From an optimization exercise on the open Yosys and OpenROAD flow, aimed at small area; shortcuts taken in it are not production practice. Function was checked by simulation only, so behaviour that the tests miss may differ from the original. Power is estimated from default activity; no workload was simulated.

--- config.mk ---
export PLATFORM = sky130hd
export DESIGN_NAME = fm_rx
export DESIGN_NICKNAME = fm_rx
export VERILOG_FILES = /design/flow/design.v
export SDC_FILE = /design/flow/constraint.sdc
export NUM_CORES = 4
export LEC_CHECK = 0
export CAP_MARGIN = 20
export CORE_MARGIN = 2
export CORE_UTILIZATION = 40
export SLEW_MARGIN = 20
export SYNTH_MEMORY_MAX_BITS = 16384
--- constraint.sdc ---
create_clock -name core_clock -period 7.0 [get_ports {clk}]
set_input_delay 1.4000 -clock core_clock [delete_from_list [all_inputs] [get_ports {clk}]]
set_output_delay 1.4000 -clock core_clock [all_outputs]
set_load 0.01 [all_outputs]
--- design.v ---
module fm_rx (
	input clk,
	input rst,
	input [9:0] adc_data,
	output [11:0] audio,
	output reg audio_valid
);
reg [6:0] cnt;        
reg       started;    
reg [2:0] pc;         
reg       rst_d;
wire first = ~started;
wire c99 = (cnt == 7'd99);
always @(posedge clk) begin
	if (rst) begin
		cnt <= 7'd0;
		started <= 1'b0;
		pc <= 3'd0;
		rst_d <= 1'b1;
	end else begin
		cnt <= c99 ? 7'd0 : cnt + 7'd1;
		started <= started | c99;
		if (c99 && pc != 3'd6) pc <= pc + 3'd1;
		rst_d <= 1'b0;
	end
end
wire clr = rst | rst_d;
reg [9:0] a1, a2, a3;
always @(posedge clk) begin
	if (rst) begin
		a1 <= 10'd0;
		a2 <= 10'd0;
		a3 <= 10'd0;
	end else begin
		a1 <= (first && cnt[6:1] == 6'd0) ? 10'd0 : adc_data;
		a2 <= a1;
		a3 <= a2;
	end
end
wire [1:0] p1 = cnt[1:0];
wire [1:0] p2 = cnt[1:0] - 2'd1;
wire [1:0] p3 = cnt[1:0] - 2'd2;
wire m1 = first && (cnt == 7'd3);
wire g1 = first && (cnt == 7'd4);
wire m2 = g1;
wire g2 = first && (cnt == 7'd5);
wire [10:0] v1 = {1'b0, a1} + (g1 ? {1'b0, a2} : 11'd0);
wire signed [11:0] s1op = m1 ? 12'sd0 : (p1[1] ? -$signed({1'b0, v1}) : $signed({1'b0, v1}));
wire [11:0] w2 = (p2[0] ? {2'b0, a2} : {1'b0, a2, 1'b0}) + (g2 ? {2'b0, a3} : 12'd0);
wire signed [12:0] inj2 = m2 ? 13'sd0 : (p2[1] ? $signed({1'b0, w2}) : -$signed({1'b0, w2}));
wire signed [11:0] inj3 = p3[0] ? 12'sd0 : (p3[1] ? -$signed({2'b0, a3}) : $signed({2'b0, a3}));
reg [32:0] A1, B1;
reg [33:0] A2, B2;
reg [35:0] A3, B3;
reg [35:0] A4, B4;
wire zfb = (cnt == 7'd98) || c99;
wire [32:0] A1n = B1 + {{21{s1op[11]}}, s1op};
wire [33:0] A2n = B2 + {A1, 1'b0} + {{21{inj2[12]}}, inj2};
wire [35:0] A3n = B3 + {A2, 2'b0} + {{24{inj3[11]}}, inj3};
wire [35:0] A4n = (zfb ? 36'd0 : B4) + A3;
always @(posedge clk) begin
	if (clr) begin
		A1 <= 33'd0;
		A2 <= 34'd0;
		A3 <= 36'd0;
		A4 <= 36'd0;
	end else begin
		A1 <= A1n;
		A2 <= A2n;
		A3 <= A3n;
		A4 <= A4n;
	end
	B1 <= A1;
	B2 <= A2;
	B3 <= A3;
	B4 <= A4;
end
wire ldQ  = (cnt == 7'd98);
wire ldI  = c99;
wire stepI = started && (cnt <= 7'd2);
wire stepQ = c99 || (started && (cnt <= 7'd1));
wire mul  = (cnt >= 7'd3) && (cnt <= 7'd14);
reg [35:0] accI, cI1, cI2, cI3;
reg [33:0] accQ, cQ1, cQ2, cQ3;
wire [35:0] subI = accI - cI1;
wire [33:0] subQ = accQ - cQ1;
always @(posedge clk) begin
	accI[23:0] <= ldI ? B4[23:0] : subI[23:0];
	accQ[21:0] <= ldQ ? B4[23:2] : subQ[21:0];
	if (ldI)       accI[35:24] <= B4[35:24];
	else if (stepI) accI[35:24] <= subI[35:24];
	else if (mul)  accI[35:24] <= {accI[24], accI[35:25]};
	if (ldQ)       accQ[33:22] <= B4[35:24];
	else if (stepQ) accQ[33:22] <= subQ[33:22];
	else if (mul)  accQ[33:22] <= {accQ[22], accQ[33:23]};
end
always @(posedge clk) begin
	if (rst) begin
		cI1 <= 36'd0; cI2 <= 36'd0; cI3 <= 36'd0;
		cQ1 <= 34'd0; cQ2 <= 34'd0; cQ3 <= 34'd0;
	end else begin
		if (stepI) begin
			cI1 <= cI2; cI2 <= cI3; cI3 <= accI;
		end
		if (stepQ) begin
			cQ1 <= cQ2; cQ2 <= cQ3; cQ3 <= accQ;
		end
	end
end
reg signed [11:0] Ip, Qp;
reg signed [14:0] R;
reg e10, e11;
wire qb = accQ[22];
wire ib = accI[24];
wire last = (cnt == 7'd14);
wire signed [12:0] ppa = (qb ? {Ip[11], Ip} : 13'sd0) - (ib ? {Qp[11], Qp} : 13'sd0);
wire signed [14:0] pp = last ? -{{2{ppa[12]}}, ppa} : {{2{ppa[12]}}, ppa};
wire signed [14:0] rsum = ((cnt == 7'd3) ? 15'sd0 : R) + pp;
always @(posedge clk) begin
	if (mul) begin
		R <= rsum >>> 1;
		if (cnt == 7'd13) e10 <= rsum[0];
		if (last) e11 <= rsum[0];
	end
end
always @(posedge clk) begin
	if (rst) begin
		Ip <= 12'sd0;
		Qp <= 12'sd0;
	end else if (started && cnt == 7'd15) begin
		Ip <= accI[35:24];
		Qp <= accQ[33:22];
	end
end
reg [11:0] F0, F1, F2, F3, F4, F5;
always @(posedge clk) begin
	if (cnt == 7'd1) begin
		F0 <= {R[9:0], e11, e10};
		F1 <= F0; F2 <= F1; F3 <= F2; F4 <= F3; F5 <= F4;
	end
end
always @(posedge clk) begin
	if (rst)
		audio_valid <= 1'b0;
	else
		audio_valid <= started && (cnt == 7'd1);
end
assign audio = (pc == 3'd6) ? F5 : 12'd0;
endmodule
--- run.sh ---
#!/bin/bash
# synth_recipe.tcl (not shown) runs the flow's synth.tcl, then flattens the netlist and writes it again
# the make line also repeats each setting of config.mk as NAME=value (left out here)
make -C /OpenROAD-flow-scripts/flow DESIGN_CONFIG=/design/flow/config.mk WORK_HOME=/design/flow/orfs CLKGATE_MAP_FILE= SYNTH_SCRIPT=/design/flow/synth_recipe.tcl finish
==> run summary <==
[cells in the mapped netlist, types with 4 or more instances]
master	count	share of area [%]
fa_1	75	4.2
o21ai_1	12	0.17
nor3_1	68	0.96
inv_1	156	1.7
dfxtp_1	601	34
a211oi_1	26	0.55
nor3b_1	11	0.23
nor2b_1	57	1.0
nand2b_1	45	0.80
a21oi_1	451	6.4
edfxtp_1	112	9.5
o221ai_1	4	0.099
nor2_1	296	3.1
o31a_1	9	0.22
o21bai_1	35	0.74
mux2_2	10	0.32
or4_1	6	0.13
nand3_1	54	0.76
o211ai_1	16	0.34
a22oi_1	6	0.13
o31ai_1	15	0.32
and2_1	61	1.1
o41ai_1	6	0.15
a21o_1	81	1.7
or2_2	8	0.14
buf_1	11	0.12
a2111oi_0	8	0.20
o21a_1	42	0.89
nand2_1	610	6.5
ha_1	260	9.2
nand4_1	16	0.28
a221oi_1	8	0.20
o21ai_0	144	2.0
or3_1	19	0.34
a31oi_1	29	0.51
xnor2_1	137	3.4
a21boi_0	7	0.15
a31o_2	4	0.099
a311oi_1	7	0.17
clkbuf_1	137	1.5
o2111ai_1	7	0.17
nor4_1	12	0.21
and3_1	85	1.5
a41oi_1	5	0.12
xor2_1	95	2.4
[through the flow]
step	TNS, ns	util, %	std cells
6_report	0	45.4	5153
5_1_grt	-0.0128	45.4	5153
4_1_cts	0	45.2	5150
3_5_place_dp	0	42.0	4999
3_3_place_gp	0	42.0	4999
2_1_floorplan	-0.0551	-	3910
[state kept, by name, summed over array words and instances, names as in the netlist, 36 cells and up]
register / cells
A3: 36
A4: 36
B3: 36
B4: 36
accI: 36
cI1: 36
cI2: 36
cI3: 36
[logic make-up after synthesis]
| family | Yosys count |
|---|---|
| xor+xnor | 233 |
| flops | 713 |
| fa+ha+maj | 335 |
| mux | 13 |
| buf+inv | 305 |
| compound gates | 947 |
| simple gates | 1364 |
[routing by layer]
layer  track usage [%]  routed length (um)  part of all wire, %
met5                 0                   0                    0
met4              5.65                2040                  2.6
met3              2.64                3370                  4.3
met2              26.9               33800                   43
met1              25.4               39900                   50
[path summary, 6_finish.rpt]
path	startpoint	end	slack (ns)	cells after the start
max	cnt[5]	A2[33]	0.30	26
min	A4[12]	B4[12]	0.31	0
max reg2reg	cnt[5]	A2[33]	0.30	26
min reg2reg	A4[12]	B4[12]	0.31	0
[layout by cell type, fill, tap and decap left out, types with 13 or more instances in the layout]
cell / Yosys / layout
a211oi_1: 26 / 25
a21o_1: 81 / 81
a21oi_1: 451 / 448
a31oi_1: 29 / 29
and2_1: 61 / 59
and3_1: 85 / 83
buf_4: 0 / 48
clkbuf_1: 137 / 13
clkbuf_16: 0 / 83
clkbuf_8: 0 / 15
clkdlybuf4s50_1: 0 / 23
clkinv_2: 0 / 21
dfxtp_1: 601 / 600
edfxtp_1: 112 / 112
fa_1: 75 / 74
ha_1: 260 / 258
inv_1: 156 / 156
nand2_1: 610 / 607
nand2b_1: 45 / 45
nand3_1: 54 / 54
nand4_1: 16 / 16
nor2_1: 296 / 295
nor2b_1: 57 / 57
nor3_1: 68 / 66
o211ai_1: 16 / 16
o21a_1: 42 / 42
o21ai_0: 144 / 143
o21bai_1: 35 / 35
o31ai_1: 15 / 14
or3_1: 19 / 19
xnor2_1: 137 / 137
xor2_1: 95 / 95
[what timing repair did]
item                                    CTS  global route
hold buffers                              0             0
buffers inserted                          0             4
endpoints found under the setup margin    0            18
gates resized for setup                   0            31
[report_power, final]
group	total, mW	internal [mW]	switching, mW
Sequential	4.71	4.51	0.198
Combinational	2.51	1.10	1.41
Clock	4.43	2.67	1.76
Total	11.6	8.27	3.37
[cell type report]
cell class,instances,area [um^2]
Timing Repair Buffer,75,638
Multi-Input combinational cell,2892,19100
Tap cell,1165,1460
Clock inverter,41,482
Inverter,157,589
Sequential cell,713,15400
Clock buffer,110,2320
Fill cell,8513,48000
==> reports/qor.txt <==
CLOCKING
------------------------------------------------------------------------------------------
TritonCTS clock tree                                                                 built
Clock transition at the registers of the reported paths                            0.06 ns
Number of buffers on the longest clock path                                              3
Clock insertion delay at the later pin of the skew report                          0.65 ns
Number of levels in the clock H-tree                                                     3
Clock Root Buffer                                                                clkbuf_16
Clock buffers created by TritonCTS                                                      81
Clk sinks                                                                              713

FLOORPLANNING
------------------------------------------------------------------------------------------
Placement Rows                                                                         109
Top-level port count                                                                    25
Die outline width                                                                   301 um
Total core area                                                                0.0880 mm^2
Floorplan die area                                                             0.0908 mm^2
Starting utilization of the core area                                                40.2%
DIE HEIGHT                                                                          301 um

TIMING
------------------------------------------------------------------------------------------
WHS                                                                               0.312 ns
Final period util                                                                    95.7%
Number of pins exceeding their max-slew limit in the final report                        0
Setup clock skew after layout                                                    0.0264 ns
Setup-violating endpoint count in the final report                                       0
Final hold viol count                                                                    0
Maximum clock frequency                                                            149 MHz
Max transition margin                                                                30.5%
Post-route minimum period                                                          6.70 ns
Min setup slack post-route                                                        0.301 ns
Slew at the pin with the worst max-slew slack                                      1.02 ns

LOGIC SYNTHESIS
------------------------------------------------------------------------------------------
Share of synthesized cell area in full adder, half adder and majority cells          13.4%
Post-synthesis cell count                                                             3910
Mux cell area share after synthesis                                                 0.403%
Total number of yosys warnings                                                           1
EDFF count, synth                                                                      112
Complex-gate fraction of the synthesized area                                        16.1%
Count of cell types in the netlist                                                      77
Net count after synthesis                                                             4257
Share of synthesized registers carrying an async set or reset                           0%
Syn Std Cell Area                                                              0.0354 mm^2
Top_reg_cell synth                                                                 dfxtp_1
Xor/xnor cell area share of the yosys netlist                                        5.79%
Post-synthesis simple-gate area fraction                                             17.5%
Mean area per synthesized cell                                                   9.05 um^2
Sequential area share after synthesis                                                43.5%
Dominant combinational cell family by area after synthesis                    simple AND/OR/NAND/NOR gates
Number of flip-flops and latches in the synthesized netlist                            713

PWR
------------------------------------------------------------------------------------------
Final Total Pwr                                                                    11.6 mW
Power density over the cells                                                   292 mW/mm^2
Standby leakage power                                                              16.1 nW
Worst VDD drop                                                                    0.197 mV

SETUP PATH
------------------------------------------------------------------------------------------
Data required time at the worst endpoint                                           7.51 ns
Class of the most critical setup path                                           reg -> reg
Type of element capturing the critical path                                       register
Most frequent cell on the critical path                                            o21ai_2
Master of the slowest instance on the critical path                                 or4b_4
Crit path largest cell delay                                                       0.54 ns
Startpoint type of the worst setup path                                           register
Worst path bufs/invs                                                                     1
Largest fanout on the critical path                                                      8
Arrival time worst endpoint                                                        7.21 ns
Cell type group with the largest total delay on the critical path             simple AND/OR/NAND/NOR gates

GLOBAL ROUTING
------------------------------------------------------------------------------------------
Global-route usage over all layers                                                   17.6%
Vias in the first global route                                                       25300
Global-route wire length before repair                                              131 mm
Pin count of the biggest net entering global routing                                    87
Total overflow reported by the global router                                             0
Initial antenna violation count                                                          1

ROUTING
------------------------------------------------------------------------------------------
Via Count                                                                            26500
Antenna Nets Post-Route                                                                  0
DRC violation total after the first TritonRoute iteration                             1729
Number of detailed-route iterations in the first pass                                    5
Number of remaining DRC errors                                                           0
Average wire per standard cell                                                     15.4 um
Total Routed Length                                                                79.1 mm
Detail-routed via count per cell                                                      5.15

PLACE
------------------------------------------------------------------------------------------
DP Area                                                                        0.0370 mm^2
HPWL after DPL                                                                     55.9 mm
Pre-CTS setup slack                                                              0.0798 ns
Routability Congestion                                                               0.873
Port Buffer Count                                                                       24

CELLS AND AREA
------------------------------------------------------------------------------------------
Fraction of final layout cells sized beyond drive strength 1                         6.34%
Layout net count                                                                      4267
Final std cell area, no fill                                                   0.0399 mm^2
ANT cells                                                                                0
Area grow syn2layout                                                                 12.9%

STATUS
------------------------------------------------------------------------------------------
Result of the run                                                 timing/DRC/antenna clean

FLOW RUN
------------------------------------------------------------------------------------------
Number of maximum-capacitance constraint violations                                      0

HOLD PATH
------------------------------------------------------------------------------------------
Worst hold-check path type                                                      reg -> reg

==> separate check: timing with driven ports <==
In the flow no input, the clock included, has a driving cell. The finished layout below was timed again as built, in two steps. Step 1 sets driving cells, clkbuf_16 on the clock port and buf_2 on the other inputs (assumed; they add their load-dependent delay and slew). Step 2 times the ports against the registers' clock, not the clock port: input delays grow and output delays shrink by t, the midpoint of the rising clock arrivals with the driver on. a / b / c = ideal ports / drivers / drivers and shift; a / b = the first two.
t (ns): 0.695
slack for setup (ns): 0.301 / 0.301 / 0.301
clock arrival spread, ns: 0.028 / 0.028
After both steps setup and hold are still met in this run. For this run, drivers alone change the setup slack by 0.000 ns; drivers and shift together by 0.000 ns.
